From an optimization exercise on the open Yosys and OpenROAD flow, aimed at small area, a short achievable clock period and few clock cycles; shortcuts taken in it are not production practice. In this exercise RTL edits were held to simulation tests only and were not proved equivalent to the original.

// EUCLIDs_GCD
module EUCLIDs_GCD #(parameter N = 32)(
    input [N-1:0] a,
    input [N-1:0] b,
    input clk,
    input rst,
    input start,
    output [N-1:0] out,
    output reg done
);
Settings: LEC_CHECK=0, CAP_MARGIN=20, CORE_MARGIN=2, CORE_UTILIZATION=60, GPL_TIMING_DRIVEN=1, SETUP_SLACK_MARGIN=2.5, SLEW_MARGIN=20; clock period 6.0 ns.
standard.sh (not shown) runs the stock make flow with config.mk's settings and CLKGATE_MAP_FILE= SYNTH_SCRIPT=/design/flow/synth_recipe.tcl, a recipe that flattens the netlist after the stock synthesis.
==> flow/flow/run.sh <==
#!/bin/bash
set -euo pipefail
export BUFFER_PORTS_ARGS="-buffer_cell sky130_fd_sc_hd__buf_1"
bash standard.sh finish > standard.log 2>&1
Testbench counts at the start, summed over its fixed seeds: cycles 40,805.
Next try:
CORE_UTILIZATION = 40   (was 60)
GPL_TIMING_DRIVEN = not set   (was 1)
SETUP_SLACK_MARGIN = 2.0   (was 2.5)
Outcome:
- The new run finished with timing, DRC and antenna clean
- via count came out lower by 7.6%
- synthesized cell count does not change
- hold slack barely changes
- setup slack degrades by 0.24 ns
- cell count came out higher by 5.8%
- routed wire length falls by 5.7%
- die area rose by 48%

---

Starting RTL as in the previous note.
## EUCLIDs_GCD
module EUCLIDs_GCD #(parameter N = 32)(
    input [N-1:0] a,
    input [N-1:0] b,
    input clk,
    input rst,
    input start,
    output [N-1:0] out,
    output reg done
);
    localparam W = N + 1;
    reg [N-1:0] u;
    reg [W-1:0] v;
    reg [4:0] k;
    reg run, fin;
    assign out = u;
    wire ue    = ~u[0];
    wire ve    = ~v[0];
    wire sv    = v[W-1];
    wire strip = ue & ve;            
    wire swp0  = ue & ~ve;           
    wire [W-1:1] x  = swp0 ? {N{1'b0}} : v[W-1:1];
    wire [W-1:1] ye = ve ? {N{1'b1}} : sv ? {1'b0, u[N-1:1]} : ~{1'b0, u[N-1:1]};
    wire [N-1:0] p = x ^ ye;         
    wire [N-1:0] g = x & ye;
    localparam L = 5;                
    wire [N-1:0] gl [0:L];
    wire [N-1:0] pl [0:L];
    assign gl[0] = g;
    assign pl[0] = p;
    genvar lv, i;
    generate for (lv = 0; lv < L; lv = lv + 1) begin : lvl
        for (i = 0; i < N; i = i + 1) begin : bt
            if ((i >> lv) & 1) begin : op
                assign gl[lv+1][i] = gl[lv][i] | (pl[lv][i] & gl[lv][((i >> lv) << lv) - 1]);
                assign pl[lv+1][i] = pl[lv][i] & pl[lv][((i >> lv) << lv) - 1];
            end else begin : pass
                assign gl[lv+1][i] = gl[lv][i];
                assign pl[lv+1][i] = pl[lv][i];
            end
        end
    end endgenerate
    wire [N-1:0] G = gl[L];
    wire [N-1:0] P = pl[L];
    wire [N-1:0] c = {G[N-2:0] | P[N-2:0], 1'b1};    
    wire [W-1:1] w = p ^ c;                          
    wire term = P[N-1] & ~swp0;
    wire swap = (w[W-1] ^ sv) | swp0;
    wire s1 = strip | ~p[0];
    wire s2 = ~s1 & ~p[1];
    wire s3 = ~s1 & p[1] & ~p[2];
    wire s4 = ~s1 & p[1] & p[2];
  ...
export LEC_CHECK = 0
export CAP_MARGIN = 20
export CORE_MARGIN = 2
export CORE_UTILIZATION = 40
export SETUP_SLACK_MARGIN = 3.0
export SLEW_MARGIN = 20
create_clock -name core_clock -period 6.0 [get_ports {clk}]
Scripts as last shown in full above: flow/flow/run.sh
Testbench counts at the start, summed over its fixed seeds: cycles 40,805.
==> next run, changes <==
- CORE_UTILIZATION: 40 -> 60
- SETUP_SLACK_MARGIN: 3.0 -> 2.5
The changed run passed the timing, DRC and antenna checks.
Global-route usage climbs by 7.7 points.
Final area drops by 17%.
Clock-buffer cell count drops by 2.
Via count drops by 3.5%.
Core utilization climbs by 14 points.
Area after synthesis does not change.
==> next run, changes <==
- CORE_UTILIZATION: 60 -> 40
First-iteration DRC count is lower by about 7%.
Sequential share of layout area falls by 0.31 points.
Count of clock-buffer cells in the layout rose by 3.
==> next run, changes <==
- SETUP_SLACK_MARGIN: 2.5 -> 1.5
- The new run ran to the end with no violations
- setup slack got worse by 0.56 ns
- design area falls by 6.4%
- via count falls by about 4%
- register-to-register slack got worse by 0.56 ns
- global-route usage falls by 1.0 points
==> next run, changes <==
- CORE_UTILIZATION: 40 -> 60
- SETUP_SLACK_MARGIN: 1.5 -> 2.7
The changed run completed with no timing, DRC or antenna violations.
Global-route usage rises by 13 points.
Cell count decreases by a few percent.
Critical path depth came out higher by 1.
Design area climbs by roughly a tenth.
Setup slack is better by 0.61 ns.
Hold slack gains 0.016 ns.
Wire length is higher by about a fifth.
Fmax climbs by about a fifth.

---

EUCLIDs_GCD again, from the RTL that the note above started with.
Settings: LEC_CHECK=0, CAP_MARGIN=20, CORE_MARGIN=2, CORE_UTILIZATION=40, CTS_BUF_LIST=sky130_fd_sc_hd__clkbuf_8, CTS_CLUSTER_SIZE=20, SETUP_SLACK_MARGIN=2.5, SLEW_MARGIN=20; clock period 6.0 ns.
Scripts as last shown in full above: flow/flow/run.sh
The starting point completed with no timing, DRC or antenna violations.
Testbench counts at the start, summed over its fixed seeds: cycles 40,805.
Then changed:
CORE_UTILIZATION = 70   (was 40)
CTS_BUF_LIST = not set   (was sky130_fd_sc_hd__clkbuf_8)
CTS_CLUSTER_SIZE = not set   (was 20)
Effect: The new run completed with no timing, DRC or antenna violations. Core utilization goes up by 40 points. Maximum frequency shrinks by about 9%. Final area increases by about 2.5%. Setup slack gets worse by 0.36 ns. Routed wire length came out higher by 32%.
Then changed:
==> flow/run.sh (new file) <==
#!/bin/bash
# synth_recipe.tcl (not shown) runs the flow's synth.tcl, then flattens the netlist and writes it again
# the make line also repeats each setting of config.mk as NAME=value (left out here)
make -C /OpenROAD-flow-scripts/flow DESIGN_CONFIG=/design/flow/config.mk WORK_HOME=/design/flow/orfs CLKGATE_MAP_FILE= SYNTH_SCRIPT=/design/flow/synth_recipe.tcl finish
CORE_UTILIZATION = 40   (was 70)
SETUP_SLACK_MARGIN = 2.0   (was 2.5)
removed: flow/flow/run.sh
removed: flow/standard.sh
What happened: The changed run produced a clean layout; synthesized area is unchanged; non-clock buffer count went down by 24; sequential cell count does not change; wire length went down by 28%; global-route usage went down by 16 points; cell area drops by 1.6%; sequential share of layout area went up by 0.34 points; register-to-register slack improves by 0.02 ns.

what the ideal ports hide:
The results above use ideal ports. As a check the final layouts listed here were re-extracted and re-timed, cells and wires unchanged.
Step 1 sets driving cells, clkbuf_16 on the clock port and buf_2 on the other inputs (assumed; they add their load-dependent delay and slew).
Step 2 also shifts input and output timing later by t, the mid clock arrival at the registers, as if the neighbouring blocks saw the same clock.
Three values: ideal ports, drivers, drivers and shift; two values: the first two.
run	t, ns	setup slack, ns	slew at the worst register clock pin (ns)	cell pins on the clock port's net
the first run of note 1	0.401	2.443 / 2.443 / 2.443	0.08 / 0.08	1
the second run of note 1	0.379	2.205 / 2.205 / 2.205	0.06 / 0.06	1
the first run of note 2	0.390	2.638 / 2.638 / 2.638	0.06 / 0.06	1
the second run of note 2	0.401	2.443 / 2.443 / 2.443	0.08 / 0.08	1
the third run of note 2	0.385	2.467 / 2.467 / 2.467	0.06 / 0.06	1
the fourth run of note 2	0.391	1.907 / 1.907 / 1.907	0.06 / 0.06	1
the fifth run of note 2	0.400	2.519 / 2.519 / 2.519	0.08 / 0.08	1
the first run of note 3	0.405	2.489 / 2.489 / 2.489	0.08 / 0.08	1
the second run of note 3	0.410	2.133 / 2.133 / 2.133	0.10 / 0.10	1
the third run of note 3	0.382	2.148 / 2.148 / 2.148	0.06 / 0.06	1
After both steps setup and hold are still met in every run listed.
